What follows belongs to an exercise in optimizing a design on an open flow for small area; a production flow would make more cautious choices.
The RTL was checked by simulation tests, not by an equivalence proof against the original design.
Power figures rest on the tool's default switching activity, not on a simulated workload.

==> inputs of run a <==
## ddr3_controller
module ddr3_controller(
	dout, raddr, fillcount, validout, notfull, ready, ck_pad, ckbar_pad,
	cke_pad, csbar_pad, rasbar_pad, casbar_pad, webar_pad, ba_pad,
	a_pad, dm_pad, odt_pad, resetbar_pad,
	dq_out, dq_oe, dqs_out, dqsbar_out,
	clk, reset, read, cmd, sz, op, din, addr, initddr,
	dq_in, dq_valid
	);
==> flow/config.mk <==
export PLATFORM = sky130hd
export DESIGN_NAME = ddr3_controller
export DESIGN_NICKNAME = ddr3_controller
export VERILOG_FILES = /design/flow/design.v
export SDC_FILE = /design/flow/constraint.sdc
export NUM_CORES = 4
export LEC_CHECK = 0
export CAP_MARGIN = 20
export CORE_MARGIN = 2
export CORE_UTILIZATION = 60
export PLACE_DENSITY = 0.9
export SLEW_MARGIN = 20
==> flow/constraint.sdc <==
create_clock -name core_clock -period 15.0 [get_ports {clk}]
set_input_delay 3.0000 -clock core_clock [delete_from_list [all_inputs] [get_ports {clk}]]
set_output_delay 3.0000 -clock core_clock [all_outputs]
set_load 0.01 [all_outputs]
standard.sh (not shown) runs the stock make flow with config.mk's settings and CLKGATE_MAP_FILE= SYNTH_SCRIPT=/design/flow/synth_recipe.tcl, a recipe that flattens the netlist after the stock synthesis.
==> flow/flow/run.sh <==
#!/bin/bash
# Layout flow: the standard ORFS flow (standard.sh) with these changes:
#  - ABC maps the logic with an area-oriented script (flow/abc_speed.script,
#    used in place of ORFS's scripts/abc_speed.script); the rest of the
#    synthesis, and so every register, is as in the standard synthesis;
#  - the port buffers are buf_1 cells (every input and output still gets one);
#  - clock tree synthesis uses clkbuf_8 cells, clusters up to 18 sinks within
#    60 um per leaf buffer,
#    and inserts no dummy loads.
set -euo pipefail
here=$(pwd)
rm -rf "$here/orfs_scripts"
cp -r "$FLOW_HOME/scripts" "$here/orfs_scripts"
cp "$here/flow/abc_speed.script" "$here/orfs_scripts/abc_speed.script"
export SCRIPTS_DIR="$here/orfs_scripts"
export BUFFER_PORTS_ARGS="-buffer_cell sky130_fd_sc_hd__buf_1"
export CTS_ARGS="-sink_clustering_enable -repair_clock_nets -sink_clustering_size 18 -sink_clustering_max_diameter 60 -buf_list sky130_fd_sc_hd__clkbuf_8 -dont_use_dummy_load"
bash standard.sh > standard.log 2>&1
==> flow/flow/abc_speed.script <==
&get -n
&st
&dch
&nf -a
&st
&syn2
&dch
&nf -a
&st
&syn2
&dch
&nf -a
&st
&syn2
&dch
&nf -a
&put
buffer -c
topo
stime -c
upsize -c
dnsize -c
==> run b (differences from run a) <==
--- a/flow/design.v
+++ b/flow/design.v
@@ -121,20 +121,19 @@
 integer j;
 always @(posedge clk)
 	for (j = 0; j < 32; j = j + 1)
 		mem[j] <= (mem[j] & {WIDTH{keep[j]}}) | (data_in & {WIDTH{we[j]}});
 endmodule
 module ddr3_init_engine(
    clk, reset, init,
-   ready, rascas, webar, ba, a4, a8, cke, resetbar, cnt
+   ready, rascas, webar, ba, a4, a8, cke, resetbar
    );
 input  clk, reset, init;
 output reg ready, rascas, webar, a4, a8, cke, resetbar;
 output reg [1:0] ba;
-output [10:0] cnt;
 localparam [18:0]
 	S_RSTL = 19'd0,
 	S_CKEL = 19'd1250,
 	S_RSTH = 19'd1260,
 	S_NOP1 = 19'd4385,
 	S_MRS2 = 19'd4461,
 	S_NOP2 = 19'd4463,
@@ -145,15 +144,14 @@
 	S_MRS0 = 19'd4485,
 	S_NOP5 = 19'd4487,
 	S_ZQCL = 19'd4517,
 	S_NOP6 = 19'd4519,
 	S_DONE = 19'd5543;
 reg INIT, RESET, flag;
 reg [18:0] counter;
-assign cnt = counter[10:0];
 always @(posedge clk) begin
 	INIT <= init;
 	RESET <= reset;
 	if (RESET) begin
 		flag <= 0;
 		cke <= 0;
 		a4 <= 0;
@@ -183,24 +181,23 @@
 		default: ;
 		endcase
 	end
 end
 endmodule
 module Processing_logic(
 	clk, ck, reset, ready,
-	CMD_empty, CMD_head, DATA_data_out, DQ_in, init_cnt,
+	CMD_empty, CMD_head, DATA_data_out, DQ_in,
 	CMD_get, DATA_get, RETURN_put, RETURN_address, RETURN_data,
 	rasbar, casbar, webar, BA, A, DM_flag, DQ_out, ts_con, modify_setting
 	);
 	input         clk, ck, reset, ready;
 	input         CMD_empty;
 	input  [30:0] CMD_head;
 	input  [15:0] DATA_data_out;
 	input  [15:0] DQ_in;
-	input  [10:0] init_cnt;    
 	output reg        CMD_get, DATA_get, RETURN_put;
 	output reg [25:0] RETURN_address;
 	output     [15:0] RETURN_data;
 	output reg        rasbar, casbar, webar;
 	output reg [2:0]  BA;
 	output reg [12:0] A;
 	output reg        DM_flag;
@@ -220,23 +217,23 @@
 		READ  = 3'b101,
 		WRITE = 3'b100,
 		PRE   = 3'b010,
 		MRS   = 3'b000,
 		ZQCS  = 3'b110,
 		REF   = 3'b001;
 	reg [2:0]  state;
-	reg [6:0]  counter;
+	reg [10:0] counter;
 	reg [12:0] refresh_counter;
 	reg        ATOMIC_cmd, C3;
 	reg [2:0]  P;             
 	reg [15:0] R;             
 	wire BLOCK_cmd = ~ATOMIC_cmd & P[2];
 	wire [2:0] col = RETURN_address[2:0];
 	always @(posedge clk)
-		if (!ATOMIC_cmd || counter == 7'd22)
+		if (!ATOMIC_cmd || counter == 11'd22)
 			R <= DQ_in;
 	assign RETURN_data = R;
 	reg [15:0] ATOMIC_data;
 	always @(*)
 		case (P)
 		3'b000: ATOMIC_data = ~R;
 		3'b001: ATOMIC_data = R + DATA_data_out;
@@ -251,17 +248,17 @@
 	always @(posedge clk)
 		if (CMD_get) begin
 			RETURN_address <= CMD_head[25:0];
 			{ATOMIC_cmd, C3, P} <= CMD_head[30:26];
 		end else begin
 			if (state == S_GNR && RETURN_put)
 				RETURN_address <= RETURN_address + 1'b1;
-			if (state == S_GNW && counter == 7'd28)
+			if (state == S_GNW && counter == 11'd28)
 				RETURN_address[25:3] <= RETURN_address[25:3] + 1'b1;
-			if ((state == S_GNR && counter == 7'd37) || (state == S_GNW && counter == 7'd49))
+			if ((state == S_GNR && counter == 11'd37) || (state == S_GNW && counter == 11'd49))
 				P[1:0] <= P[1:0] - 1'b1;
 		end
 	always @(posedge clk)
 	if (reset) begin
 		modify_setting <= 0;
 		counter <= 0;
 		refresh_counter <= 0;
@@ -290,97 +287,98 @@
 					if (!ck)
 						state <= REFRESH;
 				end else if (!CMD_empty)
 					CMD_get <= 1;
 			end
 		end
 		MODIFY: begin
-			case (init_cnt)
-			11'd1449: begin {rasbar, casbar, webar} <= PRE; A[10] <= 1; end
-			11'd1461: begin {rasbar, casbar, webar} <= MRS; A <= 13'h000c; BA <= 3'b001; end
-			11'd1469: begin {rasbar, casbar, webar} <= MRS; A <= 13'h0512; BA <= 3'b000; end
-			11'd1501: begin {rasbar, casbar, webar} <= ZQCS; A[10] <= 0; end
-			11'd1631: begin {rasbar, casbar, webar} <= MRS; A <= 13'h0010; BA <= 3'b001; end
-			11'd1639: begin {rasbar, casbar, webar} <= MRS; A <= 13'h0510; BA <= 3'b000; end
-			11'd1451, 11'd1463, 11'd1471, 11'd1503, 11'd1633, 11'd1641:
+			counter <= counter + 1'b1;
+			case (counter)
+			11'd0:    begin {rasbar, casbar, webar} <= PRE; A[10] <= 1; end
+			11'd12:   begin {rasbar, casbar, webar} <= MRS; A <= 13'h000c; BA <= 3'b001; end
+			11'd20:   begin {rasbar, casbar, webar} <= MRS; A <= 13'h0512; BA <= 3'b000; end
+			11'd52:   begin {rasbar, casbar, webar} <= ZQCS; A[10] <= 0; end
+			11'd182:  begin {rasbar, casbar, webar} <= MRS; A <= 13'h0010; BA <= 3'b001; end
+			11'd190:  begin {rasbar, casbar, webar} <= MRS; A <= 13'h0510; BA <= 3'b000; end
+			11'd2, 11'd14, 11'd22, 11'd54, 11'd184, 11'd192:
 			          {rasbar, casbar, webar} <= NOP;
-			11'd617:  begin state <= IDLE; modify_setting <= 1; end
+			11'd1216: begin state <= IDLE; modify_setting <= 1; end
 			default: ;
 			endcase
 		end
 		REFRESH: begin
 			counter <= counter + 1'b1;
 			case (counter)
-			7'd0:  {rasbar, casbar, webar} <= REF;
-			7'd2:  {rasbar, casbar, webar} <= NOP;
-			7'd90: begin state <= IDLE; refresh_counter <= 0; end
+			11'd0:  {rasbar, casbar, webar} <= REF;
+			11'd2:  {rasbar, casbar, webar} <= NOP;
+			11'd90: begin state <= IDLE; refresh_counter <= 0; end
 			default: ;
 			endcase
 		end
 		DECODE: begin
 			if (!ck)
 				state <= ATOMIC_cmd ? S_ATRW : C3 ? S_GNW : S_GNR;
 		end
 		S_GNR: begin
 			counter <= counter + 1'b1;
 			case (counter)
-			7'd0:  begin {rasbar, casbar, webar} <= ACT; A <= RETURN_address[22:10]; BA <= RETURN_address[25:23]; end
-			7'd4:  begin {rasbar, casbar, webar} <= READ; A[10] <= 1; A[9:0] <= RETURN_address[9:0]; end
-			7'd2, 7'd6: {rasbar, casbar, webar} <= NOP;
-			7'd22: RETURN_put <= 1;
-			7'd23: if (!BLOCK_cmd) RETURN_put <= 0;
-			7'd30: RETURN_put <= 0;
-			7'd37: begin
+			11'd0:  begin {rasbar, casbar, webar} <= ACT; A <= RETURN_address[22:10]; BA <= RETURN_address[25:23]; end
+			11'd4:  begin {rasbar, casbar, webar} <= READ; A[10] <= 1; A[9:0] <= RETURN_address[9:0]; end
+			11'd2, 11'd6: {rasbar, casbar, webar} <= NOP;
+			11'd22: RETURN_put <= 1;
+			11'd23: if (!BLOCK_cmd) RETURN_put <= 0;
+			11'd30: RETURN_put <= 0;
+			11'd37: begin
 				if (P[1:0] == 0 || !BLOCK_cmd)
 					state <= IDLE;
 				else
 					counter <= 0;
 			end
 			default: ;
 			endcase
 		end
 		S_GNW: begin
 			counter <= counter + 1'b1;
 			case (counter)
-			7'd0:  begin {rasbar, casbar, webar} <= ACT; A <= RETURN_address[22:10]; BA <= RETURN_address[25:23]; end
-			7'd4:  begin {rasbar, casbar, webar} <= WRITE; A[10] <= 1; A[9:0] <= RETURN_address[9:0]; end
-			7'd2, 7'd6: {rasbar, casbar, webar} <= NOP;
-			7'd18: ts_con <= 1;
-			7'd19: DATA_get <= 1;
-			7'd20: if (!BLOCK_cmd) DATA_get <= 0;
-			7'd27: DATA_get <= 0;
-			7'd29: ts_con <= 0;
-			7'd49: begin
+			11'd0:  begin {rasbar, casbar, webar} <= ACT; A <= RETURN_address[22:10]; BA <= RETURN_address[25:23]; end
+			11'd4:  begin {rasbar, casbar, webar} <= WRITE; A[10] <= 1; A[9:0] <= RETURN_address[9:0]; end
+			11'd2, 11'd6: {rasbar, casbar, webar} <= NOP;
+			11'd18: ts_con <= 1;
+			11'd19: DATA_get <= 1;
+			11'd20: if (!BLOCK_cmd) DATA_get <= 0;
+			11'd27: DATA_get <= 0;
+			11'd29: ts_con <= 0;
+			11'd49: begin
 				if (P[1:0] == 0 || !BLOCK_cmd)
 					state <= IDLE;
 				else
 					counter <= 0;
 			end
 			default: ;
 			endcase
-			if (counter == {8'd2, col} + 7'd4)
+			if (counter == {8'd2, col} + 11'd4)
 				DM_flag <= 1;
-			else if (!BLOCK_cmd || counter == 7'd28)
+			else if (!BLOCK_cmd || counter == 11'd28)
 				DM_flag <= 0;
 		end
 		S_ATRW: begin
 			counter <= counter + 1'b1;
 			case (counter)
-			7'd0:  begin {rasbar, casbar, webar} <= ACT; A <= RETURN_address[22:10]; BA <= RETURN_address[25:23]; end
-			7'd4:  begin {rasbar, casbar, webar} <= READ; A[10] <= 0; A[9:0] <= RETURN_address[9:0]; end
-			7'd16: begin {rasbar, casbar, webar} <= WRITE; A[10] <= 1; end
-			7'd2, 7'd6, 7'd18: {rasbar, casbar, webar} <= NOP;
-			7'd22: begin DATA_get <= 1; RETURN_put <= C3; end
-			7'd23: begin DATA_get <= 0; RETURN_put <= 0; end
-			7'd30: ts_con <= 1;
-			7'd41: ts_con <= 0;
-			7'd59: state <= IDLE;
+			11'd0:  begin {rasbar, casbar, webar} <= ACT; A <= RETURN_address[22:10]; BA <= RETURN_address[25:23]; end
+			11'd4:  begin {rasbar, casbar, webar} <= READ; A[10] <= 0; A[9:0] <= RETURN_address[9:0]; end
+			11'd16: begin {rasbar, casbar, webar} <= WRITE; A[10] <= 1; end
+			11'd2, 11'd6, 11'd18: {rasbar, casbar, webar} <= NOP;
+			11'd22: begin DATA_get <= 1; RETURN_put <= C3; end
+			11'd23: begin DATA_get <= 0; RETURN_put <= 0; end
+			11'd30: ts_con <= 1;
+			11'd41: ts_con <= 0;
+			11'd59: state <= IDLE;
 			default: ;
 			endcase
-			if (counter == {4'd4, col})
+			if (counter == {8'd4, col})
 				DM_flag <= 1;
 			else
 				DM_flag <= 0;
 		end
 		default: state <= IDLE;
 		endcase
 	end
@@ -455,27 +453,26 @@
 	FIFO_HEAD #(.WIDTH(31)) FIFO_CMD (
 		.clk(clk), .reset(reset), .data_in({cmd_code, addr}), .put(CMD_put), .get(CMD_get),
 		.head(CMD_head), .empty(CMD_empty), .full(CMD_full));
 	FIFO_RET #(.WIDTH(42)) FIFO_RETURN (
 		.clk(clk), .reset(reset), .data_in({RETURN_address, RETURN_data}), .put(RETURN_put), .get(read),
 		.data_out({raddr, dout}), .empty(RETURN_empty), .full(RETURN_full));
 	wire ready_i, i_rascas, i_webar, i_a4, i_a8, i_cke, i_resetbar;
-	wire [10:0] i_cnt;
 	wire [1:0] i_ba;
 	ddr3_init_engine XINIT (
 		.clk(clk), .reset(reset), .init(initddr),
 		.ready(ready_i), .rascas(i_rascas), .webar(i_webar), .ba(i_ba),
-		.a4(i_a4), .a8(i_a8), .cke(i_cke), .resetbar(i_resetbar), .cnt(i_cnt));
+		.a4(i_a4), .a8(i_a8), .cke(i_cke), .resetbar(i_resetbar));
 	wire        p_rasbar, p_casbar, p_webar, DM_flag, ts_con, modify_setting;
 	wire [2:0]  p_ba;
 	wire [12:0] p_a;
 	wire [15:0] p_dq;
 	Processing_logic XPL (
 		.clk(clk), .ck(ck_i), .reset(reset), .ready(ready_i),
-		.CMD_empty(CMD_empty), .CMD_head(CMD_head), .DATA_data_out(IN_data_out), .DQ_in(dq_in), .init_cnt(i_cnt),
+		.CMD_empty(CMD_empty), .CMD_head(CMD_head), .DATA_data_out(IN_data_out), .DQ_in(dq_in),
 		.CMD_get(CMD_get), .DATA_get(IN_get), .RETURN_put(RETURN_put),
 		.RETURN_address(RETURN_address), .RETURN_data(RETURN_data),
 		.rasbar(p_rasbar), .casbar(p_casbar), .webar(p_webar), .BA(p_ba), .A(p_a),
 		.DM_flag(DM_flag), .DQ_out(p_dq), .ts_con(ts_con), .modify_setting(modify_setting));
 	always @(*) begin
 		CMD_put = 0;
 		IN_put = 0;
==> flow/flow/run.sh (replaced) <==
#!/bin/bash
# Layout flow: the standard ORFS flow (standard.sh) with these changes:
#  - ABC maps the logic with an area-oriented script (flow/abc_speed.script,
#    used in place of ORFS's scripts/abc_speed.script); the rest of the
#    synthesis, and so every register, is as in the standard synthesis;
#  - the port buffers are buf_1 cells (every input and output still gets one);
#  - clock tree synthesis clusters up to 30 sinks within 80 um per leaf buffer
#    and inserts no dummy loads.
set -euo pipefail
here=$(pwd)
rm -rf "$here/orfs_scripts"
cp -r "$FLOW_HOME/scripts" "$here/orfs_scripts"
cp "$here/flow/abc_speed.script" "$here/orfs_scripts/abc_speed.script"
export SCRIPTS_DIR="$here/orfs_scripts"
export BUFFER_PORTS_ARGS="-buffer_cell sky130_fd_sc_hd__buf_1"
export CTS_ARGS="-sink_clustering_enable -repair_clock_nets -sink_clustering_size 30 -sink_clustering_max_diameter 80 -dont_use_dummy_load"
bash standard.sh > standard.log 2>&1
CTS_CLUSTER_DIAMETER = 80   (was unset)
CTS_CLUSTER_SIZE = 30   (was unset)
PLACE_DENSITY = 0.75   (was 0.9)
==> qor summary <==
Result of the run: run b no timing/DRC/antenna violations; run a no timing/DRC/antenna violations
Placed Cells: run b 12.3k; run a 12.3k
Cell internal pwr: run b 11.0 mW; run a 10.9 mW
Clock sinks: run b 3,050; run a 3,046
Crit Reg-Reg Endpoint: run b FIFO_CMD.mem[28][18]; run a FIFO_CMD.mem[29][28]
Filler Cells Inserted: run b 15.0k; run a 14.3k
Via density per instance: run b 8.07; run a 8.24
Synth Cell Area: run b 114,000 µm²; run a 114,000 µm²
Root Buffer: run b sky130_fd_sc_hd__clkbuf_16; run a sky130_fd_sc_hd__clkbuf_8
Count of routing violations after the opening detailed-route iteration: run b 19.5k; run a 22.6k
Highest cell delay on the worst timing path: run b 410 ps; run a 420 ps
Die area: run b 194,000 µm²; run a 194,000 µm²
Post-layout total power: run b 14.9 mW; run a 15.1 mW
Fraction of synthesized area in multiplexers: run b 0.000822; run a 0.000658
Layout Cell Area excl Fill: run b 120,000 µm²; run a 119,000 µm²
Setup slack, reg-to-reg: run b 10,250 ps; run a 9570 ps
Area after DPL: run b 116,000 µm²; run a 116,000 µm²
Routability congestion estimate from global placement: run b 0.907; run a 0.952

-- static timing again, ports no longer ideal --
The flow's constraints put no driver on any port. The routed layouts listed below were extracted and timed again, unchanged, in two steps. Step 1 assumes that a clkbuf_16 drives the clock port and a buf_2 every other input. Step 2 times the ports against the registers' clock, not the clock port: input delays grow and output delays shrink by t, the midpoint of the rising clock arrivals with the driver on. a / b / c = ideal ports / drivers / drivers and shift; a / b = the first two.
run	t (ns)	setup WS [ns]	worst setup path at the end	worst slew at a driven data input, ns
run a	1.123	6.968 / 6.887 / 7.589	input to register	0.20
run b	0.938	7.078 / 6.986 / 7.924	register to output	0.07
After both steps every run listed still meets setup and hold.
